What follows belongs to an exercise in optimizing a design on an open flow for small area, a short achievable clock period and few clock cycles; a production flow would make more cautious choices. No functional check of the RTL was part of any run shown here.

===== flow/config.mk =====
export PLATFORM = sky130hd
export DESIGN_NAME = tpu_top
export DESIGN_NICKNAME = tpu_top
export VERILOG_FILES = /design/flow/design.v
export SDC_FILE = /design/flow/constraint.sdc
export NUM_CORES = 8
export LEC_CHECK = 0
export CAP_MARGIN = 20
export CORE_MARGIN = 2
export CORE_UTILIZATION = 55
export SETUP_SLACK_MARGIN = 5
export SLEW_MARGIN = 20
export SYNTH_HIERARCHICAL = 1

===== flow/constraint.sdc =====
create_clock -name core_clock -period 9.0 [get_ports {clk}]
set_input_delay 1.8000 -clock core_clock [delete_from_list [all_inputs] [get_ports {clk}]]
set_output_delay 1.8000 -clock core_clock [all_outputs]
set_load 0.01 [all_outputs]

===== flow/design.v =====
module addr_sel #(
	parameter DONE_CYC = 41
)
(
	input clk,
	input [5:0] cnt_nx,
	output [9:0] sram_raddr_w0,
	output [9:0] sram_raddr_w1,
	output [9:0] sram_raddr_d0,
	output [9:0] sram_raddr_d1
);
reg [4:0] addr0;
reg [4:0] addr1;
always @(posedge clk) begin
	addr0 <= (cnt_nx == DONE_CYC) ? 5'd0 : cnt_nx[4:0];
	addr1 <= cnt_nx[4:0] - 5'd4;
end
assign sram_raddr_w0 = {5'd0, addr0};
assign sram_raddr_d0 = {5'd0, addr0};
assign sram_raddr_w1 = {5'd0, addr1};
assign sram_raddr_d1 = {5'd0, addr1};
endmodule
module quantize #(
	parameter NK = 2,
	parameter [NK*5-1:0] KPOS = {5'd12, 5'd6},
	parameter [17:0] CORR = 18'd0
)
(
	input [17:0] pc,
	input [NK-1:0] kc,
	output [15:0] q
);
reg [17:0] kv;
integer i;
always @(*) begin
	kv = 18'd0;
	for (i = 0; i < NK; i = i + 1)
		kv[KPOS[i*5 +: 5]] = ~kc[i];
end
wire [17:0] x = ~pc + kv + CORR;
wire wrapped = (x == 18'h20000);
wire hi_ovf = ~x[17] & (x[16] | x[15]);
wire lo_ovf = x[17] & ~(x[16] & x[15]);
wire pos = hi_ovf | wrapped;
wire neg = lo_ovf & ~wrapped;
assign q = pos ? 16'h7fff : neg ? 16'h8000 : x[15:0];
endmodule
module systolic #(
	parameter NK = 2
)
(
	input clk,
	input [5:0] cnt,
	input [5:0] cnt_nx,
	input [31:0] sram_rdata_w0,
	input [31:0] sram_rdata_w1,
	input [31:0] sram_rdata_d0,
	input [31:0] sram_rdata_d1,
	output [8*18-1:0] pbot,
	output [8*NK-1:0] kbot
);
wire [7:0] lane [0:7];    
wire [7:0] dlane [0:7];   
genvar gi, gj;
generate
	for (gj = 0; gj < 4; gj = gj + 1) begin : lanes
		assign lane[gj]     = sram_rdata_w0[31-8*gj -: 8];
		assign lane[gj+4]   = sram_rdata_w1[31-8*gj -: 8];
		assign dlane[gj]    = sram_rdata_d0[31-8*gj -: 8];
		assign dlane[gj+4]  = sram_rdata_d1[31-8*gj -: 8];
	end
endgenerate
reg [14:0] en;
integer s;
always @(posedge clk) begin
	en[0] <= (cnt_nx[2:0] == 3'd1);
	for (s = 1; s < 15; s = s + 1)
		en[s] <= en[s-1];
end
reg [7:0] wr [0:7][0:7];
reg [7:0] dr [0:7][0:7];
reg [17:0] pr [0:7][0:7];
reg [NK-1:0] kr [0:7][0:7];
generate
	for (gi = 0; gi < 8; gi = gi + 1) begin : row
		wire [2:0] rsel = cnt[2:0] - 3'd1 - gi;
		always @(posedge clk)
			dr[gi][0] <= dlane[rsel];
		for (gj = 0; gj < 8; gj = gj + 1) begin : col
			wire [17:0] po;
			wire [NK-1:0] ko;
			always @(posedge clk) begin
				if (en[gi+gj])
					wr[gi][gj] <= lane[gj];
				pr[gi][gj] <= po;
				kr[gi][gj] <= ko;
			end
			if (gj > 0) begin : sh
				always @(posedge clk)
					dr[gi][gj] <= dr[gi][gj-1];
			end
			if (gi == 0) begin : first
				mac_first u (.w(wr[gi][gj]), .d(dr[gi][gj]), .po(po), .ko(ko));
			end else begin : other
				mac u (.w(wr[gi][gj]), .d(dr[gi][gj]), .pi(pr[gi-1][gj]), .ki(kr[gi-1][gj]), .po(po), .ko(ko));
			end
		end
		assign pbot[gi*18 +: 18] = pr[7][gi];
		assign kbot[gi*NK +: NK] = kr[7][gi];
	end
endgenerate
endmodule
module fa (input a, input b, input c, output s, output co);
assign s = a ^ b ^ c;
assign co = (a & b) | (c & (a ^ b));
endmodule
module mac_first (
	input [7:0] w,
	input [7:0] d,
	output [17:0] po,
	output [4:0] ko
);
wire p1;
wire p2;
wire p3;
wire p4;
wire p5;
wire p6;
wire p7;
wire p8;
wire p9;
wire p10;
wire p11;
wire p12;
wire p13;
wire p14;
wire p15;
wire p16;
wire p17;
wire p18;
wire p19;
wire p20;
wire p21;
wire p22;
wire p23;
wire p24;
wire p25;
wire p26;
wire p27;
wire p28;
wire p29;
wire p30;
wire p31;
wire p32;
wire p33;
wire p34;
wire p35;
wire p36;
wire p37;
wire p38;
wire p39;
wire p40;
wire p41;
wire p42;
wire p43;
wire p44;
wire p45;
wire p46;
wire p47;
wire p48;
wire p49;
wire p50;
wire p51;
wire p52;
wire p53;
wire p54;
wire p55;
wire p56;
wire p57;
wire p58;
wire p59;
wire p60;
wire p61;
wire p62;
wire p63;
wire p64;
wire s65;
wire c66;
wire s67;
wire c68;
wire s69;
wire c70;
wire s71;
wire c72;
wire s73;
wire c74;
wire s75;
wire c76;
wire s77;
wire c78;
wire s79;
wire c80;
wire s81;
wire c82;
wire s83;
wire c84;
wire s85;
wire c86;
wire s87;
wire c88;
wire s89;
wire c90;
wire s91;
wire c92;
wire s93;
wire c94;
wire s95;
wire c96;
wire s97;
wire c98;
wire s99;
wire c100;
wire s101;
wire c102;
wire s103;
wire c104;
wire s105;
wire c106;
wire s107;
wire c108;
wire s109;
wire c110;
wire s111;
wire c112;
wire s113;
wire c114;
wire s115;
wire c116;
wire s117;
wire c118;
wire s119;
wire c120;
wire s121;
wire c122;
wire s123;
wire c124;
wire s125;
wire c126;
wire s127;
wire c128;
wire s129;
wire c130;
wire s131;
wire c132;
wire s133;
wire c134;
wire s135;
wire c136;
wire s137;
wire c138;
wire s139;
wire c140;
wire s141;
wire c142;
wire s143;
wire c144;
wire s145;
wire c146;
wire s147;
wire c148;
wire s149;
wire c150;
wire s151;
wire c152;
wire s153;
wire c154;
wire s155;
wire c156;
wire s157;
wire c158;
wire s159;
wire c160;
wire s161;
wire c162;
assign p1 = ~(w[0] & d[0]);
assign p2 = ~(w[0] & d[1]);
assign p3 = ~(w[0] & d[2]);
assign p4 = ~(w[0] & d[3]);
assign p5 = ~(w[0] & d[4]);
assign p6 = ~(w[0] & d[5]);
assign p7 = ~(w[0] & d[6]);
assign p8 = w[0] & d[7];
assign p9 = ~(w[1] & d[0]);
assign p10 = ~(w[1] & d[1]);
assign p11 = ~(w[1] & d[2]);
assign p12 = ~(w[1] & d[3]);
assign p13 = ~(w[1] & d[4]);
assign p14 = ~(w[1] & d[5]);
assign p15 = ~(w[1] & d[6]);
assign p16 = w[1] & d[7];
assign p17 = ~(w[2] & d[0]);
assign p18 = ~(w[2] & d[1]);
assign p19 = ~(w[2] & d[2]);
assign p20 = ~(w[2] & d[3]);
assign p21 = ~(w[2] & d[4]);
assign p22 = ~(w[2] & d[5]);
assign p23 = ~(w[2] & d[6]);
assign p24 = w[2] & d[7];
assign p25 = ~(w[3] & d[0]);
assign p26 = ~(w[3] & d[1]);
assign p27 = ~(w[3] & d[2]);
assign p28 = ~(w[3] & d[3]);
assign p29 = ~(w[3] & d[4]);
assign p30 = ~(w[3] & d[5]);
assign p31 = ~(w[3] & d[6]);
assign p32 = w[3] & d[7];
assign p33 = ~(w[4] & d[0]);
assign p34 = ~(w[4] & d[1]);
assign p35 = ~(w[4] & d[2]);
assign p36 = ~(w[4] & d[3]);
assign p37 = ~(w[4] & d[4]);
assign p38 = ~(w[4] & d[5]);
assign p39 = ~(w[4] & d[6]);
assign p40 = w[4] & d[7];
assign p41 = ~(w[5] & d[0]);
assign p42 = ~(w[5] & d[1]);
assign p43 = ~(w[5] & d[2]);
assign p44 = ~(w[5] & d[3]);
assign p45 = ~(w[5] & d[4]);
assign p46 = ~(w[5] & d[5]);
assign p47 = ~(w[5] & d[6]);
assign p48 = w[5] & d[7];
assign p49 = ~(w[6] & d[0]);
assign p50 = ~(w[6] & d[1]);
assign p51 = ~(w[6] & d[2]);
assign p52 = ~(w[6] & d[3]);
assign p53 = ~(w[6] & d[4]);
assign p54 = ~(w[6] & d[5]);
assign p55 = ~(w[6] & d[6]);
assign p56 = w[6] & d[7];
assign p57 = w[7] & d[0];
assign p58 = w[7] & d[1];
assign p59 = w[7] & d[2];
assign p60 = w[7] & d[3];
assign p61 = w[7] & d[4];
assign p62 = w[7] & d[5];
assign p63 = w[7] & d[6];
assign p64 = ~(w[7] & d[7]);
assign s65 = p7 ^ p14;
assign c66 = p7 & p14;
assign s67 = p8 ^ p15;
assign c68 = p8 & p15;
fa u70 (.a(p22), .b(p29), .c(p36), .s(s69), .co(c70));
fa u72 (.a(p16), .b(p23), .c(p30), .s(s71), .co(c72));
fa u74 (.a(p37), .b(p44), .c(1'b1), .s(s73), .co(c74));
fa u76 (.a(p24), .b(p31), .c(p38), .s(s75), .co(c76));
fa u78 (.a(1'b0), .b(p32), .c(1'b1), .s(s77), .co(c78));
fa u80 (.a(p5), .b(p12), .c(1'b1), .s(s79), .co(c80));
fa u82 (.a(p6), .b(p13), .c(p20), .s(s81), .co(c82));
fa u84 (.a(p27), .b(p34), .c(1'b1), .s(s83), .co(c84));
fa u86 (.a(p21), .b(p28), .c(p35), .s(s85), .co(c86));
fa u88 (.a(p42), .b(p49), .c(s65), .s(s87), .co(c88));
fa u90 (.a(p43), .b(p50), .c(p57), .s(s89), .co(c90));
fa u92 (.a(c66), .b(s67), .c(s69), .s(s91), .co(c92));
fa u94 (.a(p51), .b(p58), .c(c68), .s(s93), .co(c94));
fa u96 (.a(s73), .b(c70), .c(s71), .s(s95), .co(c96));
fa u98 (.a(p45), .b(p52), .c(p59), .s(s97), .co(c98));
fa u100 (.a(c74), .b(c72), .c(s75), .s(s99), .co(c100));
fa u102 (.a(p39), .b(p46), .c(p53), .s(s101), .co(c102));
fa u104 (.a(p60), .b(s77), .c(c76), .s(s103), .co(c104));
fa u106 (.a(p40), .b(p47), .c(p54), .s(s105), .co(c106));
fa u108 (.a(p61), .b(c78), .c(1'b1), .s(s107), .co(c108));
fa u110 (.a(p48), .b(p55), .c(1'b1), .s(s109), .co(c110));
fa u112 (.a(1'b0), .b(p3), .c(1'b1), .s(s111), .co(c112));
fa u114 (.a(p4), .b(p11), .c(p18), .s(s113), .co(c114));
fa u116 (.a(p19), .b(p26), .c(p33), .s(s115), .co(c116));
fa u118 (.a(p41), .b(c80), .c(s83), .s(s117), .co(c118));
fa u120 (.a(c84), .b(c82), .c(s85), .s(s119), .co(c120));
fa u122 (.a(c86), .b(s89), .c(c88), .s(s121), .co(c122));
fa u124 (.a(c90), .b(s93), .c(c92), .s(s123), .co(c124));
fa u126 (.a(s97), .b(c94), .c(c96), .s(s125), .co(c126));
fa u128 (.a(c98), .b(s101), .c(c100), .s(s127), .co(c128));
fa u130 (.a(c102), .b(s105), .c(s107), .s(s129), .co(c130));
fa u132 (.a(p62), .b(s109), .c(c106), .s(s131), .co(c132));
assign s133 = p56 ^ p63;
assign c134 = p56 & p63;
fa u136 (.a(1'b0), .b(p2), .c(1'b1), .s(s135), .co(c136));
fa u138 (.a(p10), .b(p17), .c(s111), .s(s137), .co(c138));
fa u140 (.a(p25), .b(c112), .c(s113), .s(s139), .co(c140));
fa u142 (.a(s79), .b(c114), .c(s115), .s(s141), .co(c142));
fa u144 (.a(c116), .b(s81), .c(s117), .s(s143), .co(c144));
fa u146 (.a(c118), .b(s87), .c(s119), .s(s145), .co(c146));
fa u148 (.a(c120), .b(s91), .c(s121), .s(s147), .co(c148));
fa u150 (.a(s95), .b(c122), .c(s123), .s(s149), .co(c150));
fa u152 (.a(s99), .b(c124), .c(s125), .s(s151), .co(c152));
fa u154 (.a(s103), .b(c126), .c(s127), .s(s153), .co(c154));
fa u156 (.a(c104), .b(s129), .c(c128), .s(s155), .co(c156));
fa u158 (.a(c108), .b(s131), .c(c130), .s(s157), .co(c158));
fa u160 (.a(c110), .b(s133), .c(c132), .s(s159), .co(c160));
fa u162 (.a(p64), .b(c134), .c(1'b1), .s(s161), .co(c162));
wire [17:0] x = {1'b1, 1'b1, c162, c160, c158, c156, c154, c152, c150, c148, c146, c144, c142, c140, c138, c136, s135, p1};
wire [17:0] y = {1'b1, 1'b1, 1'b0, s161, s159, s157, s155, s153, s151, s149, s147, s145, s143, s141, s139, s137, p9, 1'b1};
assign {ko[0], po[5:0]} = {1'b0, x[5:0]} + {1'b0, y[5:0]};
assign {ko[1], po[7:6]} = {1'b0, x[7:6]} + {1'b0, y[7:6]};
assign {ko[2], po[9:8]} = {1'b0, x[9:8]} + {1'b0, y[9:8]};
assign {ko[3], po[11:10]} = {1'b0, x[11:10]} + {1'b0, y[11:10]};
assign {ko[4], po[13:12]} = {1'b0, x[13:12]} + {1'b0, y[13:12]};
assign po[17:14] = x[17:14] + y[17:14];
endmodule
module mac (
	input [7:0] w,
	input [7:0] d,
	input [17:0] pi,
	input [4:0] ki,
	output [17:0] po,
	output [4:0] ko
);
wire p1;
wire p2;
wire p3;
wire p4;
wire p5;
wire p6;
wire p7;
wire p8;
wire p9;
wire p10;
wire p11;
wire p12;
wire p13;
wire p14;
wire p15;
wire p16;
wire p17;
wire p18;
wire p19;
wire p20;
wire p21;
wire p22;
wire p23;
wire p24;
wire p25;
wire p26;
wire p27;
wire p28;
wire p29;
wire p30;
wire p31;
wire p32;
wire p33;
wire p34;
wire p35;
wire p36;
wire p37;
wire p38;
wire p39;
wire p40;
wire p41;
wire p42;
wire p43;
wire p44;
wire p45;
wire p46;
wire p47;
wire p48;
wire p49;
wire p50;
wire p51;
wire p52;
wire p53;
wire p54;
wire p55;
wire p56;
wire p57;
wire p58;
wire p59;
wire p60;
wire p61;
wire p62;
wire p63;
wire p64;
wire s65;
wire c66;
wire s67;
wire c68;
wire s69;
wire c70;
wire s71;
wire c72;
wire s73;
wire c74;
wire s75;
wire c76;
wire s77;
wire c78;
wire s79;
wire c80;
wire s81;
wire c82;
wire s83;
wire c84;
wire s85;
wire c86;
wire s87;
wire c88;
wire s89;
wire c90;
wire s91;
wire c92;
wire s93;
wire c94;
wire s95;
wire c96;
wire s97;
wire c98;
wire s99;
wire c100;
wire s101;
wire c102;
wire s103;
wire c104;
wire s105;
wire c106;
wire s107;
wire c108;
wire s109;
wire c110;
wire s111;
wire c112;
wire s113;
wire c114;
wire s115;
wire c116;
wire s117;
wire c118;
wire s119;
wire c120;
wire s121;
wire c122;
wire s123;
wire c124;
wire s125;
wire c126;
wire s127;
wire c128;
wire s129;
wire c130;
wire s131;
wire c132;
wire s133;
wire c134;
wire s135;
wire c136;
wire s137;
wire c138;
wire s139;
wire c140;
wire s141;
wire c142;
wire s143;
wire c144;
wire s145;
wire c146;
wire s147;
wire c148;
wire s149;
wire c150;
wire s151;
wire c152;
wire s153;
wire c154;
wire s155;
wire c156;
wire s157;
wire c158;
wire s159;
wire c160;
wire s161;
wire c162;
wire s163;
wire c164;
wire s165;
wire c166;
wire s167;
wire c168;
wire s169;
wire c170;
wire s171;
wire c172;
wire s173;
wire c174;
wire s175;
wire c176;
wire s177;
wire c178;
wire s179;
wire c180;
wire s181;
wire c182;
wire s183;
wire c184;
wire s185;
wire c186;
wire s187;
wire c188;
assign p1 = ~(w[0] & d[0]);
assign p2 = ~(w[0] & d[1]);
assign p3 = ~(w[0] & d[2]);
assign p4 = ~(w[0] & d[3]);
assign p5 = ~(w[0] & d[4]);
assign p6 = ~(w[0] & d[5]);
assign p7 = ~(w[0] & d[6]);
assign p8 = w[0] & d[7];
assign p9 = ~(w[1] & d[0]);
assign p10 = ~(w[1] & d[1]);
assign p11 = ~(w[1] & d[2]);
assign p12 = ~(w[1] & d[3]);
assign p13 = ~(w[1] & d[4]);
assign p14 = ~(w[1] & d[5]);
assign p15 = ~(w[1] & d[6]);
assign p16 = w[1] & d[7];
assign p17 = ~(w[2] & d[0]);
assign p18 = ~(w[2] & d[1]);
assign p19 = ~(w[2] & d[2]);
assign p20 = ~(w[2] & d[3]);
assign p21 = ~(w[2] & d[4]);
assign p22 = ~(w[2] & d[5]);
assign p23 = ~(w[2] & d[6]);
assign p24 = w[2] & d[7];
assign p25 = ~(w[3] & d[0]);
assign p26 = ~(w[3] & d[1]);
assign p27 = ~(w[3] & d[2]);
assign p28 = ~(w[3] & d[3]);
assign p29 = ~(w[3] & d[4]);
assign p30 = ~(w[3] & d[5]);
assign p31 = ~(w[3] & d[6]);
assign p32 = w[3] & d[7];
assign p33 = ~(w[4] & d[0]);
assign p34 = ~(w[4] & d[1]);
assign p35 = ~(w[4] & d[2]);
assign p36 = ~(w[4] & d[3]);
assign p37 = ~(w[4] & d[4]);
assign p38 = ~(w[4] & d[5]);
assign p39 = ~(w[4] & d[6]);
assign p40 = w[4] & d[7];
assign p41 = ~(w[5] & d[0]);
assign p42 = ~(w[5] & d[1]);
assign p43 = ~(w[5] & d[2]);
assign p44 = ~(w[5] & d[3]);
assign p45 = ~(w[5] & d[4]);
assign p46 = ~(w[5] & d[5]);
assign p47 = ~(w[5] & d[6]);
assign p48 = w[5] & d[7];
assign p49 = ~(w[6] & d[0]);
assign p50 = ~(w[6] & d[1]);
assign p51 = ~(w[6] & d[2]);
assign p52 = ~(w[6] & d[3]);
assign p53 = ~(w[6] & d[4]);
assign p54 = ~(w[6] & d[5]);
assign p55 = ~(w[6] & d[6]);
assign p56 = w[6] & d[7];
assign p57 = w[7] & d[0];
assign p58 = w[7] & d[1];
assign p59 = w[7] & d[2];
assign p60 = w[7] & d[3];
assign p61 = w[7] & d[4];
assign p62 = w[7] & d[5];
assign p63 = w[7] & d[6];
assign p64 = ~(w[7] & d[7]);
assign s65 = pi[5] ^ p6;
assign c66 = pi[5] & p6;
fa u68 (.a(pi[6]), .b(ki[0]), .c(p7), .s(s67), .co(c68));
fa u70 (.a(p14), .b(p21), .c(p28), .s(s69), .co(c70));
fa u72 (.a(pi[7]), .b(p8), .c(p15), .s(s71), .co(c72));
fa u74 (.a(p22), .b(p29), .c(p36), .s(s73), .co(c74));
assign s75 = p43 ^ p50;
assign c76 = p43 & p50;
fa u78 (.a(pi[8]), .b(ki[1]), .c(p16), .s(s77), .co(c78));
fa u80 (.a(p23), .b(p30), .c(p37), .s(s79), .co(c80));
fa u82 (.a(p44), .b(p51), .c(p58), .s(s81), .co(c82));
fa u84 (.a(pi[9]), .b(p24), .c(p31), .s(s83), .co(c84));
fa u86 (.a(p38), .b(p45), .c(p52), .s(s85), .co(c86));
fa u88 (.a(pi[10]), .b(ki[2]), .c(p32), .s(s87), .co(c88));
assign s89 = p39 ^ p46;
assign c90 = p39 & p46;
assign s91 = pi[11] ^ p40;
assign c92 = pi[11] & p40;
assign s93 = pi[3] ^ p4;
assign c94 = pi[3] & p4;
fa u96 (.a(pi[4]), .b(p5), .c(p12), .s(s95), .co(c96));
assign s97 = p19 ^ p26;
assign c98 = p19 & p26;
fa u100 (.a(p13), .b(p20), .c(p27), .s(s99), .co(c100));
fa u102 (.a(p34), .b(p41), .c(s65), .s(s101), .co(c102));
fa u104 (.a(p35), .b(p42), .c(p49), .s(s103), .co(c104));
fa u106 (.a(c66), .b(s67), .c(s69), .s(s105), .co(c106));
fa u108 (.a(p57), .b(s75), .c(c68), .s(s107), .co(c108));
fa u110 (.a(c70), .b(s71), .c(s73), .s(s109), .co(c110));
fa u112 (.a(c76), .b(c72), .c(c74), .s(s111), .co(c112));
fa u114 (.a(s77), .b(s79), .c(s81), .s(s113), .co(c114));
fa u116 (.a(p59), .b(c78), .c(c80), .s(s115), .co(c116));
fa u118 (.a(c82), .b(s83), .c(s85), .s(s117), .co(c118));
fa u120 (.a(p53), .b(p60), .c(s89), .s(s119), .co(c120));
fa u122 (.a(c84), .b(c86), .c(s87), .s(s121), .co(c122));
fa u124 (.a(p47), .b(p54), .c(p61), .s(s123), .co(c124));
fa u126 (.a(c90), .b(s91), .c(c88), .s(s125), .co(c126));
fa u128 (.a(pi[12]), .b(ki[3]), .c(p48), .s(s127), .co(c128));
fa u130 (.a(p55), .b(p62), .c(c92), .s(s129), .co(c130));
assign s131 = pi[13] ^ p56;
assign c132 = pi[13] & p56;
assign s133 = pi[2] ^ p3;
assign c134 = pi[2] & p3;
fa u136 (.a(p11), .b(p18), .c(p25), .s(s135), .co(c136));
fa u138 (.a(p33), .b(c94), .c(s97), .s(s137), .co(c138));
fa u140 (.a(c98), .b(c96), .c(s99), .s(s139), .co(c140));
fa u142 (.a(c100), .b(s103), .c(c102), .s(s141), .co(c142));
fa u144 (.a(c104), .b(c106), .c(s107), .s(s143), .co(c144));
fa u146 (.a(c108), .b(c110), .c(s111), .s(s145), .co(c146));
fa u148 (.a(c112), .b(c114), .c(s115), .s(s147), .co(c148));
fa u150 (.a(s119), .b(c116), .c(c118), .s(s149), .co(c150));
fa u152 (.a(s123), .b(c120), .c(c122), .s(s151), .co(c152));
fa u154 (.a(c124), .b(s127), .c(s129), .s(s153), .co(c154));
fa u156 (.a(p63), .b(s131), .c(c128), .s(s155), .co(c156));
fa u158 (.a(pi[14]), .b(ki[4]), .c(p64), .s(s157), .co(c158));
assign s159 = pi[1] ^ p2;
assign c160 = pi[1] & p2;
fa u162 (.a(p10), .b(p17), .c(s133), .s(s161), .co(c162));
fa u164 (.a(c134), .b(s93), .c(s135), .s(s163), .co(c164));
fa u166 (.a(c136), .b(s95), .c(s137), .s(s165), .co(c166));
fa u168 (.a(c138), .b(s101), .c(s139), .s(s167), .co(c168));
fa u170 (.a(c140), .b(s105), .c(s141), .s(s169), .co(c170));
fa u172 (.a(s109), .b(c142), .c(s143), .s(s171), .co(c172));
fa u174 (.a(s113), .b(c144), .c(s145), .s(s173), .co(c174));
fa u176 (.a(s117), .b(c146), .c(s147), .s(s175), .co(c176));
fa u178 (.a(s121), .b(c148), .c(s149), .s(s177), .co(c178));
fa u180 (.a(s125), .b(c150), .c(s151), .s(s179), .co(c180));
fa u182 (.a(c126), .b(s153), .c(c152), .s(s181), .co(c182));
fa u184 (.a(c130), .b(s155), .c(c154), .s(s183), .co(c184));
fa u186 (.a(c132), .b(s157), .c(c156), .s(s185), .co(c186));
assign s187 = pi[15] ^ c158;
assign c188 = pi[15] & c158;
wire [17:0] x = {pi[17], c188, c186, c184, c182, c180, c178, c176, c174, c172, c170, c168, c166, c164, c162, c160, s159, pi[0]};
wire [17:0] y = {1'b1, pi[16], s187, s185, s183, s181, s179, s177, s175, s173, s171, s169, s167, s165, s163, s161, p9, p1};
assign {ko[0], po[5:0]} = {1'b0, x[5:0]} + {1'b0, y[5:0]};
assign {ko[1], po[7:6]} = {1'b0, x[7:6]} + {1'b0, y[7:6]};
assign {ko[2], po[9:8]} = {1'b0, x[9:8]} + {1'b0, y[9:8]};
assign {ko[3], po[11:10]} = {1'b0, x[11:10]} + {1'b0, y[11:10]};
assign {ko[4], po[13:12]} = {1'b0, x[13:12]} + {1'b0, y[13:12]};
assign po[17:14] = x[17:14] + y[17:14];
endmodule
module systolic_controll #(
	parameter DONE_CYC = 41
)
(
	input clk,
	input srstn,
	input tpu_start,
	output reg [5:0] cnt,
	output [5:0] cnt_nx,
	output reg tpu_done
);
assign cnt_nx = (~srstn) ? 6'd0 :
                tpu_start ? 6'd1 :
                (cnt != 6'd0 && cnt != DONE_CYC) ? cnt + 6'd1 : 6'd0;
always @(posedge clk) begin
	cnt <= cnt_nx;
	tpu_done <= (cnt_nx == DONE_CYC);
end
endmodule
module write_out #(
	parameter NK = 2,
	parameter [NK*5-1:0] KPOS = {5'd12, 5'd6},
	parameter [17:0] CORR = 18'd0
)
(
	input clk,
	input srstn,
	input [5:0] cnt,
	input [5:0] cnt_nx,
	input [8*18-1:0] pbot,
	input [8*NK-1:0] kbot,
	output reg sram_write_enable_a0,
	output [127:0] sram_wdata_a,
	output [5:0] sram_waddr_a,
	output reg sram_write_enable_b0,
	output [127:0] sram_wdata_b,
	output [5:0] sram_waddr_b,
	output reg sram_write_enable_c0,
	output [127:0] sram_wdata_c,
	output [5:0] sram_waddr_c
);
reg [127:0] xw;
reg [127:0] yw;
reg [3:0] addr_ac;
reg addr_b3;
reg odd;         
reg [7:0] lsel;  
reg [7:0] umask;  
wire [5:0] pm_nx = cnt_nx - 6'd10;
wire [5:0] pm = cnt - 6'd10;
integer p;
always @(posedge clk) begin
	odd <= pm_nx[3];
	for (p = 0; p < 8; p = p + 1) begin
		lsel[p] <= (pm_nx[2:0] == p);
		umask[p] <= (pm_nx[2:0] < p);
	end
end
wire [15:0] q [0:7];
genvar s, t;
generate
	for (s = 0; s < 8; s = s + 1) begin : colq
		quantize #(.NK(NK), .KPOS(KPOS), .CORR(CORR)) u (.pc(pbot[s*18 +: 18]), .kc(kbot[s*NK +: NK]), .q(q[s]));
	end
	for (s = 0; s < 8; s = s + 1) begin : slot
		wire [15:0] lt [0:s];
		for (t = 0; t <= s; t = t + 1) begin : lp
			assign lt[t] = (t == 0 ? 16'd0 : lt[t-1]) | ({16{lsel[7-s+t]}} & q[t]);
		end
		wire [15:0] lv = lt[s];
		wire [15:0] uv = {16{umask[s]}} & q[s];
		always @(posedge clk) begin
			xw[s*16 +: 16] <= odd ? uv : lv;
			yw[s*16 +: 16] <= odd ? lv : uv;
		end
	end
endgenerate
always @(posedge clk) begin
	addr_ac <= pm[3:0];
	addr_b3 <= ~pm[3];
	sram_write_enable_a0 <= ~(srstn && cnt >= 6'd10 && cnt <= 6'd24);
	sram_write_enable_b0 <= ~(srstn && cnt >= 6'd18 && cnt <= 6'd32);
	sram_write_enable_c0 <= ~(srstn && cnt >= 6'd26 && cnt <= 6'd40);
end
assign sram_wdata_a = xw;
assign sram_wdata_c = xw;
assign sram_wdata_b = yw;
assign sram_waddr_a = {2'd0, addr_ac};
assign sram_waddr_c = {2'd0, addr_ac};
assign sram_waddr_b = {2'd0, addr_b3, addr_ac[2:0]};
endmodule
module tpu_top#(
	parameter ARRAY_SIZE = 8,
	parameter SRAM_DATA_WIDTH = 32,
	parameter DATA_WIDTH = 8,
	parameter OUTPUT_DATA_WIDTH = 16
)
(
	input clk,
	input srstn,
	input tpu_start,
	input [SRAM_DATA_WIDTH-1:0] sram_rdata_w0,
	input [SRAM_DATA_WIDTH-1:0] sram_rdata_w1,
	input [SRAM_DATA_WIDTH-1:0] sram_rdata_d0,
	input [SRAM_DATA_WIDTH-1:0] sram_rdata_d1,
	output [9:0] sram_raddr_w0,
	output [9:0] sram_raddr_w1,
	output [9:0] sram_raddr_d0,
	output [9:0] sram_raddr_d1,
	output sram_write_enable_a0,
	output [ARRAY_SIZE*OUTPUT_DATA_WIDTH-1:0] sram_wdata_a,
	output [5:0] sram_waddr_a,
	output sram_write_enable_b0,
	output [ARRAY_SIZE*OUTPUT_DATA_WIDTH-1:0] sram_wdata_b,
	output [5:0] sram_waddr_b,
	output sram_write_enable_c0,
	output [ARRAY_SIZE*OUTPUT_DATA_WIDTH-1:0] sram_wdata_c,
	output [5:0] sram_waddr_c,
	output tpu_done
);
localparam NK = 5;
localparam [NK*5-1:0] KPOS = {5'd14, 5'd12, 5'd10, 5'd8, 5'd6};
localparam [17:0] CORR = 18'd0;
wire [5:0] cnt;
wire [5:0] cnt_nx;
wire [8*18-1:0] pbot;
wire [8*NK-1:0] kbot;
systolic_controll systolic_controll (
	.clk(clk),
	.srstn(srstn),
	.tpu_start(tpu_start),
	.cnt(cnt),
	.cnt_nx(cnt_nx),
	.tpu_done(tpu_done)
);
addr_sel addr_sel (
	.clk(clk),
	.cnt_nx(cnt_nx),
	.sram_raddr_w0(sram_raddr_w0),
	.sram_raddr_w1(sram_raddr_w1),
	.sram_raddr_d0(sram_raddr_d0),
	.sram_raddr_d1(sram_raddr_d1)
);
systolic #(.NK(NK)) systolic (
	.clk(clk),
	.cnt(cnt),
	.cnt_nx(cnt_nx),
	.sram_rdata_w0(sram_rdata_w0),
	.sram_rdata_w1(sram_rdata_w1),
	.sram_rdata_d0(sram_rdata_d0),
	.sram_rdata_d1(sram_rdata_d1),
	.pbot(pbot),
	.kbot(kbot)
);
write_out #(.NK(NK), .KPOS(KPOS), .CORR(CORR)) write_out (
	.clk(clk),
	.srstn(srstn),
	.cnt(cnt),
	.cnt_nx(cnt_nx),
	.pbot(pbot),
	.kbot(kbot),
	.sram_write_enable_a0(sram_write_enable_a0),
	.sram_wdata_a(sram_wdata_a),
	.sram_waddr_a(sram_waddr_a),
	.sram_write_enable_b0(sram_write_enable_b0),
	.sram_wdata_b(sram_wdata_b),
	.sram_waddr_b(sram_waddr_b),
	.sram_write_enable_c0(sram_write_enable_c0),
	.sram_wdata_c(sram_wdata_c),
	.sram_waddr_c(sram_waddr_c)
);
endmodule

===== flow/flow/run.sh =====
#!/bin/bash
set -euo pipefail
MARGIN=$(cat flow/margin.txt)
bash standard.sh SETUP_SLACK_MARGIN=$MARGIN finish > standard_flow.log 2>&1

===== flow/flow/margin.txt =====
6.0

===== flow/standard.sh =====
#!/bin/bash
# synth_recipe.tcl (not shown) runs the flow's synth.tcl, then flattens the netlist and writes it again
# the make line also repeats each setting of config.mk as NAME=value (left out here)
make -C /OpenROAD-flow-scripts/flow DESIGN_CONFIG=/design/flow/config.mk WORK_HOME=/design/flow/orfs CLKGATE_MAP_FILE= SYNTH_SCRIPT=/design/flow/synth_recipe.tcl "${@:-finish}"

==> results.json, run 1 <==
{
  "route.detailed.drc": 0,
  "drt_pre_antenna_iters": 13,
  "max_freq_mhz": 293.1,
  "clk_path_buf_depth": 4,
  "postCtsHoldBufs": 0,
  "cts_buffers": 327,
  "area.growth.synth_to_final_pct": 25.94,
  "synth_top_family_by_area": "adder cells",
  "grt_max_degree": 137,
  "cp_top_family": "flip-flops",
  "finalSetupViolCount": 0,
  "clk_latency_ps": 980,
  "io_buffer_count": 550,
  "fp.coreArea_um2": 361400,
  "skew_ps": 63.58,
  "final_cell_mix": "2849 x nand2_1, 2173 x fa_1, 1544 x dfxtp_1",
  "slowest_delay_ps": 360,
  "synth_compound_area_frac": 0.06880,
  "antenna_left": 0,
  "critPathMaxFanout": 2,
  "slew_headroom": 0.05755,
  "root_buffer": "clkbuf_16",
  "num_vias": 132900,
  "hpwl_um": 396200,
  "finalWorstSetupSlack_ps": 5588,
  "worstSetupPathType": "register to output port",
  "maxCapViolCount": 0,
  "numClockSinks": 2808,
  "start_util": 0.5514,
  "min_path_type": "register to register",
  "via_per_inst": 5.620,
  "grt_use_total": 0.2863,
  "hold_viol": 0,
  "period_minus_slack_ps": 3412,
  "first_global_vias": 140300,
  "drv_slew": 0,
  "ys.flop_type": "dfxtp_1",
  "ys_seq_area_frac": 0.3078,
  "place_ws_ps": 5265,
  "path_cells": "buf_8 > buf_6",
  "synthCells": 16460,
  "fin_cells": 23650,
  "post-route-util": 0.6945,
  "worst-endpoint-required_ps": 7200,
  "fin_crit_sh": 0.3791,
  "wl_um": 535200,
  "startpoint_type": "register",
  "rsz0062_at_grt": "yes",
  "cp.buffers_inverters": 2,
  "crit_arrival_ps": 1610,
  "ys_ff_latch": 2808,
  "final_net_count": 23830,
  "die_h_um": 606.0,
  "synthArstFlopShare": 0,
  "slowest_stage": "dfxtp_4",
  "n_fill_cell": 25920,
  "cp-end-kind": "output port",
  "layout_commonest_cell": "nand2_1",
  "wire_per_inst_um": 22.63,
  "antenna_found_initial": 24,
  "reg2reg_slack_ps": 5700,
  "synth_edf_count": 512,
  "row_count": 221,
  "globalplace.congestion": 0.9249,
  "cts_tree": "yes",
  "ys_warn_count": 19,
  "synth_cell_types": 90,
  "status": "complete, no violations",
  "grt_pass1_wl_um": 815800,
  "synth-xor-area-share": 0.01899,
  "syn_area_per_cell_um2": 12.11,
  "worst_pin_slew_ps": 1412,
  "drtIter0Drc": 9202,
  "die_area_um2": 367200,
  "htree_levels": 5,
  "syn_area_um2": 199300,
  "io_pins": 577,
  "drive_above_1_share": 0.3752,
  "placed_cells": 21370,
  "synthAdderAreaFrac": 0.4597,
  "setup_tns_ps": 0,
  "synth_simple_gate_area_frac": 0.1159,
  "grt_overflow": 0,
  "synth.area.mux_share": 0.002649,
  "clkTransAtPathRegs_ps": 70,
  "die_x_um": 606.0
}
==> modules after synthesis (local to each module, per instance), a selection <==
module	cell area [um^2]	cells inside	flops+latches
addr_sel	523.0	53	10
fa	20.02	1	0
systolic_controll	384.1	40	7
mac	880.8	124	0
mac_first	752.0	117	0
==> logic make-up (layout without fill, tap and decap cells) <==
logic type               Yosys count  in the layout
AO/OA/AOI/OAI                   1970           1973
XOR/XNOR                         409            410
adder cells (fa/ha/maj)         5129           5129
buffers and inverters           1120           3389
flip-flops                      2808           2808
multiplexers                      44             44
other                             18            137
AND/OR/NAND/NOR                 4962           4968
==> through the flow <==
step / hold WS, ps / instance area [um^2]
after floorplan: 330.0 / 202500
after global placement: 412.1 / 210400
after detailed placement: 415.5 / 210500
after CTS: 410.2 / 239300
after global routing: 423.8 / 251000
final: 409.2 / 251000
==> timing repair <==
action	in CTS	in global routing
cloned	11	3
setup buffers	1170	486
pin swaps	1258	1418
endpoints found under the setup margin	1442	1429
endpoints found under the hold margin	0	0
resized for setup	4707	2154
==> Yosys cell counts (16+ instances only) <==
| cell type | instances | share of area |
|---|---|---|
| nor2_1 | 54 | 0.0010 |
| a21oi_1 | 384 | 0.0096 |
| o2111ai_1 | 71 | 0.0031 |
| clkbuf_1 | 295 | 0.0056 |
| conb_1 | 18 | 0.00034 |
| o21bai_1 | 57 | 0.0021 |
| xnor2_2 | 24 | 0.0020 |
| buf_4 | 197 | 0.0074 |
| mux2i_1 | 19 | 0.00095 |
| a21o_1 | 194 | 0.0073 |
| buf_1 | 20 | 0.00038 |
| o21ai_1 | 95 | 0.0024 |
| or4b_1 | 56 | 0.0028 |
| a22oi_1 | 168 | 0.0063 |
| o21ai_0 | 324 | 0.0081 |
| ha_1 | 1473 | 0.092 |
| nand2_1 | 3351 | 0.063 |
| a21oi_2 | 16 | 0.00070 |
| dfxtp_1 | 2296 | 0.23 |
| and3_1 | 74 | 0.0023 |
| a221oi_1 | 25 | 0.0011 |
| nor4_1 | 18 | 0.00057 |
| nand4_1 | 18 | 0.00057 |
| xnor2_1 | 236 | 0.010 |
| fa_1 | 3656 | 0.37 |
| a31oi_1 | 73 | 0.0023 |
| and2_1 | 909 | 0.029 |
| a221oi_2 | 16 | 0.0012 |
| edfxtp_1 | 512 | 0.077 |
| xor2_1 | 147 | 0.0065 |
| o211ai_1 | 70 | 0.0026 |
| o21ai_2 | 17 | 0.00075 |
| buf_2 | 79 | 0.0020 |
| and4_1 | 16 | 0.00070 |
| nand3_1 | 198 | 0.0050 |
| a211oi_1 | 119 | 0.0045 |
| inv_1 | 510 | 0.0096 |
| a22o_1 | 85 | 0.0037 |
| nand2b_1 | 42 | 0.0013 |
| a21o_2 | 56 | 0.0025 |
| nor3b_1 | 118 | 0.0044 |
| o22ai_1 | 16 | 0.00050 |
| a222oi_1 | 87 | 0.0044 |
==> sequential cells by signal, summed over array words and instances (netlist names), 7 cells and up <==
name,cells
systolic.dr,512
systolic.en,15
systolic.kr,320
systolic.pr,1152
systolic.wr,512
write_out.lsel,8
write_out.umask,7
write_out.xw,128
write_out.yw,128
==> worst reg2reg max path, stage by stage (launching register included) <==
cell      delay (ps)
edfxtp_1         550
and2_4           220
fa_2             440
fa_2             350
fa_2             530
fa_1             420
ha_2             190
fa_2             500
==> layout make-up <==
cell class	instances	area, um^2	area share
Antenna cell	7	17.52	0.00006979
Sequential cell	2808	63200	0.2518
Timing Repair Buffer	2268	21230	0.08457
Tap cell	4794	5998	0.02390
Inverter	513	1961	0.007812
Multi-Input combinational cell	12650	147200	0.5865
Clock buffer	449	9604	0.03827
Clock inverter	159	1793	0.007144
==> final timing paths <==
path,startpoint,endpoint,cells past startpoint
setup reg to reg,systolic.wr[50][2],systolic.pr[50][11],7
hold / removal,systolic.dr[51][1],systolic.dr[52][1],0
setup / recovery,write_out.xw[74],sram_wdata_c[74],2
hold reg to reg,systolic.dr[51][1],systolic.dr[52][1],0
==> layer usage <==
metal / up-vias / GRT usage / part of all wire
li1: 58780 / - / -
met1: 69240 / 0.3952 / 0.43
met2: 3874 / 0.4673 / 0.48
met3: 1027 / 0.03812 / 0.054
met4: 6 / 0.1006 / 0.040
met5: - / 0 / 0.000077
==> inputs of run 2 (changes only) <==
--- a/flow/design.v
+++ b/flow/design.v
@@ -82,9 +82,14 @@
 reg [17:0] pr [0:7][0:7];
 reg [NK-1:0] kr [0:7][0:7];
+reg [2:0] rs [0:7];
+always @(posedge clk) begin
+	rs[0] <= cnt_nx[2:0] - 3'd1;
+	for (s = 1; s < 8; s = s + 1)
+		rs[s] <= rs[s-1];
+end
 generate
 	for (gi = 0; gi < 8; gi = gi + 1) begin : row
-		wire [2:0] rsel = cnt[2:0] - 3'd1 - gi;
 		always @(posedge clk)
-			dr[gi][0] <= dlane[rsel];
+			dr[gi][0] <= dlane[rs[gi]];
 		for (gj = 0; gj < 8; gj = gj + 1) begin : col
 			wire [17:0] po;
==> run 2 against run 1 <==
Largest cell class unchanged; die area grew 1.0%; via count grew 1.2%; non-clock buffer count shrank 25; sequential share of layout area up 0.067 points; area after synthesis grew 1.0%; fmax up 1.1%; critical path depth is the same.
==> results.json, run 2 <==
{
  "grt_use_total": 0.2829,
  "largest_reg_flops": 1152,
  "hpwl_um": 395900,
  "cts_buffers": 333,
  "drtIter0Drc": 9337,
  "worst_pin_slew_ps": 1311,
  "numClockSinks": 2832,
  "grt_max_degree": 108,
  "via_per_inst": 5.629,
  "crit_start": "write_out.xw[84]",
  "syn_area_um2": 201300,
  "maxUsedRoutingLayer": "met5",
  "ys_warn_count": 21,
  "htree_levels": 5,
  "fp.coreArea_um2": 365000,
  "regMostFlops": "systolic.pr",
  "critPathMaxFanout": 2,
  "maxCapViolCount": 0,
  "wl_um": 539500,
  "worstSetupPathType": "register to output port",
  "path_cells": "buf_12 > buf_6",
  "clk_latency_ps": 980,
  "first_global_vias": 142100,
  "finalWorstSetupSlack_ps": 5627,
  "n_fill_cell": 26350,
  "wl_met3_um": 29970,
  "synthArstFlopShare": 0,
  "status": "complete, no violations",
  "setup_tns_ps": 0,
  "clk_path_buf_depth": 4,
  "cp.depth": 2,
  "synth_edf_count": 512,
  "seqCellArea_um2": 63610,
  "io_buffer_count": 550,
  "synth-xor-area-share": 0.01865,
  "cp.buffers_inverters": 2,
  "crit_arrival_ps": 1570,
  "cp-end-kind": "output port",
  "root_buffer": "clkbuf_16",
  "rsz0062_at_grt": "yes",
  "area.growth.synth_to_final_pct": 25.16,
  "route.detailed.drc": 0,
  "final_cell_mix": "2875 x nand2_1, 2192 x fa_1, 1577 x dfxtp_1",
  "multiInputGateArea_um2": 148100,
  "drt-met1-wl_um": 229800,
  "ys_ff_latch": 2832,
  "synth.most_common_cell": "fa_1",
  "startpoint_type": "register",
  "place_ws_ps": 5317,
  "synth.area.mux_share": 0.006477,
  "finalSetupViolCount": 0,
  "synth_common_cells": "3656 x fa_1, 3339 x nand2_1, 2320 x dfxtp_1, 1463 x ha_1, 906 x and2_1",
  "slew_headroom": 0.1257,
  "yosys.area.top_type": "fa_1",
  "io_pins": 577,
  "max_freq_mhz": 296.5,
  "min_path_type": "register to register",
  "ys.flop_type": "dfxtp_1",
  "synth_area_leaders": "fa_1 36%, dfxtp_1 23%, ha_1 9.1%, edfxtp_1 7.6%, nand2_1 6.2%",
  "wl_met2_um": 260300,
  "hold_viol": 0,
  "drt_pre_antenna_iters": 9,
  "cts_tree": "yes",
  "synth_simple_gate_area_frac": 0.1179,
  "slowest_stage": "dfxtp_4",
  "antenna_left": 0,
  "worst-endpoint-required_ps": 7200,
  "synth_top_area_frac": 0.3636,
  "drive_above_1_share": 0.3646,
  "cp_top_family": "flip-flops",
  "postCtsHoldBufs": 0,
  "synth_compound_area_frac": 0.06821,
  "skew_ps": 67.42,
  "period_minus_slack_ps": 3373,
  "num_vias": 134500,
  "layout_commonest_cell": "nand2_1",
  "grt_pass1_wl_um": 818900,
  "r2r-start": "systolic.wr[4][2]",
  "grt_overflow": 0,
  "synth_cell_types": 93,
  "antenna_found_initial": 10,
  "die_h_um": 609.0,
  "slowest_delay_ps": 350,
  "wire_per_inst_um": 22.58,
  "synthAdderAreaFrac": 0.4545,
  "synth_top_family_by_area": "adder cells",
  "clkTransAtPathRegs_ps": 60,
  "syn_area_per_cell_um2": 12.04,
  "reg_top3": "systolic.pr (1152), systolic.dr (512), systolic.wr (512)",
  "ys_seq_area_frac": 0.3071,
  "start_util": 0.5515,
  "fin_crit_sh": 0.3748,
  "die_area_um2": 370900,
  "worstHoldStart": "systolic.dr[62][7]",
  "row_count": 222,
  "reg2regPathDepth": 7,
  "fin_cells": 23900,
  "synthCells": 16720,
  "hold-path-cell-count": 0,
  "globalplace.congestion": 0.9196,
  "placed_cells": 21620,
  "die_x_um": 609.0,
  "drv_slew": 0,
  "final_net_count": 24040
}
-- run 2: changes by cell type after synthesis, sizes merged, moves of 23 or more --
| cell | change |
|---|---|
| a21oi | +23 |
| a222oi | -39 |
| a22o | -33 |
| buf | +36 |
| dfxtp | +24 |
| mux2i | +64 |
| nor2 | +34 |
| nor2b | +40 |
| o22a | +43 |
-- run 2: what timing repair did --
action                      CTS  global route
pin swaps                  1115          1462
cloned                       12             9
setup buffers              1168           467
hold endpoints to repair      0             0
setup endpoints to repair  1361          1383
resized for setup          4602          2062
-- run 2: final cells by class --
| cell class | instances | area share |
|---|---|---|
| Clock inverter | 146 | 0.006734 |
| Tap cell | 4816 | 0.02392 |
| Multi-Input combinational cell | 12860 | 0.5878 |
| Clock buffer | 471 | 0.03922 |
| Antenna cell | 6 | 0.00005959 |
| Inverter | 526 | 0.007926 |
| Sequential cell | 2832 | 0.2525 |
| Timing Repair Buffer | 2243 | 0.08185 |
-- run 2: stage by stage --
step	hold slack, ps	area [um^2]	util
after floorplan	325.8	204500	-
after global placement	412.2	212200	0.5815
after detailed placement	415.2	212300	0.5815
after CTS	406.7	240600	0.6592
after global routing	410.4	251900	0.6903
final	393.6	251900	0.6903
-- run 2: worst paths after layout --
path / end / slack, ps
setup reg to reg: systolic.pr[4][11] / 5690
hold reg to reg: systolic.dr[63][7] / 390
setup / recovery: sram_wdata_a[84] / 5630
hold / removal: systolic.dr[63][7] / 390
-- run 2: modules after synthesis (local to each module, per instance), excerpt --
module / area [um^2] / copies in the design / flops+latches / cells
mac_first: 752.0 / 8 / 0 / 117
addr_sel: 523.0 / 1 / 10 / 53
fa: 20.02 / 3280 / 0 / 1
mac: 880.8 / 56 / 0 / 124
systolic_controll: 384.1 / 1 / 7 / 40
-- run 2: routing by layer --
layer,track usage,vias to the layer above
met4,0.08968,2
met3,0.03672,1015
met1,0.3915,70120
li1,-,59570
met5,0,-
met2,0.4658,3802
-- run 2: cells by family (layout without fill, tap and decap cells) --
logic type,count (synthesis),in the layout
AND/OR/NAND/NOR,5072,5080
flip-flops,2832,2832
XOR/XNOR,408,409
buffers and inverters,1163,3386
other,18,136
adder cells (fa/ha/maj),5119,5119
AO/OA/AOI/OAI,1990,2000
multiplexers,118,118
==> inputs of run 3 (changes only) <==
--- a/flow/config.mk
+++ b/flow/config.mk
@@ -9,4 +9,6 @@
 export CORE_MARGIN = 2
 export CORE_UTILIZATION = 55
+export CTS_CLUSTER_DIAMETER = 120
+export CTS_CLUSTER_SIZE = 30
 export SETUP_SLACK_MARGIN = 5
 export SLEW_MARGIN = 20
==> run 3 against run 2 <==
Register-to-register slack worse by 70 ps; final area down 3.0%; area after synthesis unchanged; critical endpoint is now sram_wdata_a[48]; die area unchanged; utilization fell by 2.0 points; clock-buffer cell count shrank 299; final cell count down 1.8%; sequential cell count unchanged; non-clock buffer count decreased by 21.
==> results.json, run 3 <==
{
  "maxCapViolCount": 0,
  "layout_commonest_cell": "nand2_1",
  "drt_pre_antenna_iters": 12,
  "wire_per_inst_um": 22.68,
  "regMostFlops": "systolic.pr",
  "wl_um": 532300,
  "drtIter0Drc": 9186,
  "yosys.area.top_type": "fa_1",
  "drive_above_1_share": 0.3556,
  "fin_cells": 23470,
  "fin_crit_sh": 0.3853,
  "cp_common_cell": "buf_6",
  "final_net_count": 23800,
  "slowest_delay_ps": 440,
  "startpoint_type": "register",
  "synthCells": 16720,
  "worst-endpoint-required_ps": 7200,
  "start_util": 0.5515,
  "num_vias": 132700,
  "skew_ps": 70.81,
  "synth_common_cells": "3656 x fa_1, 3339 x nand2_1, 2320 x dfxtp_1, 1463 x ha_1, 906 x and2_1",
  "placed_cell_area_um2": 212300,
  "hold_viol": 0,
  "row_count": 222,
  "die_h_um": 609.0,
  "synth_cell_types": 93,
  "worstSetupPathType": "register to output port",
  "stdcell_area_um2": 244500,
  "min_path_type": "register to register",
  "cp_top_family": "flip-flops",
  "setup_tns_ps": 0,
  "cts_buffers": 121,
  "antenna_left": 0,
  "final_cell_mix": "2853 x nand2_1, 2188 x fa_1, 1562 x dfxtp_1",
  "max_freq_mhz": 288.4,
  "finalSetupViolCount": 0,
  "ys.flop_type": "dfxtp_1",
  "synth.most_common_cell": "fa_1",
  "ys_ff_latch": 2832,
  "ys_warn_count": 21,
  "first_global_vias": 140000,
  "cp-end-kind": "output port",
  "clkTransAtPathRegs_ps": 120,
  "root_buffer": "clkbuf_16",
  "die_x_um": 609.0,
  "io_buffer_count": 550,
  "slowest_stage": "dfxtp_4",
  "clk_path_buf_depth": 4,
  "period_minus_slack_ps": 3468,
  "syn_area_per_cell_um2": 12.04,
  "htree_levels": 3,
  "cp.buffers_inverters": 2,
  "slew_headroom": 0.1252,
  "antenna_found_initial": 6,
  "postCtsHoldBufs": 0,
  "route.detailed.drc": 0,
  "synth_edf_count": 512,
  "critPathMaxFanout": 2,
  "largest_reg_flops": 1152,
  "clk_latency_ps": 990,
  "drv_slew": 0,
  "worst_pin_slew_ps": 1310,
  "hpwl_um": 395900,
  "status": "complete, no violations",
  "area.growth.synth_to_final_pct": 21.45,
  "crit_arrival_ps": 1670,
  "synthArstFlopShare": 0,
  "numClockSinks": 2832,
  "grt_overflow": 0,
  "grt_max_degree": 108,
  "synth_top_area_frac": 0.3636,
  "grt_use_total": 0.2797,
  "cts_tree": "yes",
  "via_per_inst": 5.655,
  "rsz0062_at_grt": "yes",
  "synth_area_leaders": "fa_1 36%, dfxtp_1 23%, ha_1 9.1%, edfxtp_1 7.6%, nand2_1 6.2%",
  "io_pins": 577,
  "ys_seq_area_frac": 0.3071,
  "placed_cells": 21620,
  "globalplace.congestion": 0.9196,
  "fp.coreArea_um2": 365000,
  "reg_top3": "systolic.pr (1152), systolic.dr (512), systolic.wr (512)",
  "grt_pass1_wl_um": 810000,
  "path_cells": "buf_6 > buf_6",
  "die_area_um2": 370900,
  "syn_area_um2": 201300
}
[run 3: cell counts after synthesis]
No cell type changed its count.
[run 3: cells by family after synthesis]
family | after synthesis | share of synthesized area
AOI/OAI and AO/OA | 1990 | 0.06821
and+or+nand+nor | 5072 | 0.1179
adders and majority gates | 5119 | 0.4545
muxes | 118 | 0.006477
other | 18 | 0.0003356
DFF | 2832 | 0.3071
xor gates and xnor gates | 408 | 0.01865
buffers and inverters | 1163 | 0.02685
[run 3: modules after synthesis, one instance, submodules excluded, a selection]
module | cells | cell area, um^2 | times used
fa | 1 | 20.02 | 3280
systolic_controll | 40 | 384.1 | 1
mac | 124 | 880.8 | 56
addr_sel | 53 | 523.0 | 1
mac_first | 117 | 752.0 | 8
[run 3: metrics by stage]
step / util / setup slack, ps / hold slack, ps
floorplan: - / 5929 / 325.8
global placement: 0.5815 / 5217 / 412.2
detailed placement: 0.5815 / 5317 / 415.2
CTS: 0.6399 / 5512 / 409.3
global route: 0.6698 / 5508 / 418.9
finish: 0.6699 / 5532 / 399.4
[run 3: final cells by class]
type	count	area (um^2)
multi-input cells	12850	148300
repair buffers	2222	20590
well taps	4816	6026
fillers	27150	120500
inverters	526	2002
clock inverters	46	635.6
flip-flops and latches	2832	63610
diodes	7	17.52
clock buffers	172	3356
[run 3: worst paths after layout]
path                            start            endpoint  slack (ps)  cells past startpoint
setup / recovery     write_out.xw[48]    sram_wdata_a[48]        5530                      2
hold / removal     systolic.dr[61][2]  systolic.dr[62][2]         400                      0
setup reg to reg  systolic.pr[56][10]    write_out.xw[52]        5620                     16
hold reg to reg    systolic.dr[61][2]  systolic.dr[62][2]         400                      0
[run 3: metal layers]
layer  wire length, um  track usage  vias up
li1                  -            -    58860
met5                 0            0        -
met4             16810      0.07527        0
met1            228700       0.3894    69540
met2            259200       0.4659     3492
met3             27550      0.03401      846
[run 3: timing repair]
action	CTS	global route
endpoints found under the setup margin	1395	1398
gates resized for setup	4724	2060
gates cloned	11	5
buffers inserted	1199	415
pin swaps	1182	1349

## afterwards: timing with drivers on the ports
Ports are ideal in the flow. The routed layouts listed here were re-timed in OpenROAD. Step 1: set_driving_cell puts a clkbuf_16 on clk and a buf_2 on each other input, an assumption about the parent block. Step 2 adds t to the input delays and takes it off the output delays; t is the mean of the earliest and latest rising clock arrival at the registers after step 1. Input paths then give back, and output paths get back, about the clock's delay inside the block. Slacks: no drivers / after step 1 / after step 2; pairs: no drivers / after step 1.
run	t, ns	slack for setup (ns)	worst hold slack (ns)	cell pins on the clock port's net
run 1	1.042	5.588 / 5.485 / 5.300	0.409 / 0.409 / 0.409	1
run 2	1.044	5.627 / 5.523 / 5.344	0.394 / 0.394 / 0.394	1
run 3	1.060	5.532 / 5.429 / 5.364	0.399 / 0.399 / 0.399	1
After both steps setup and hold are still met in every run listed. The setup slack of run 1, which loses most, moves by -0.103 ns with the drivers and by -0.288 ns with both steps.
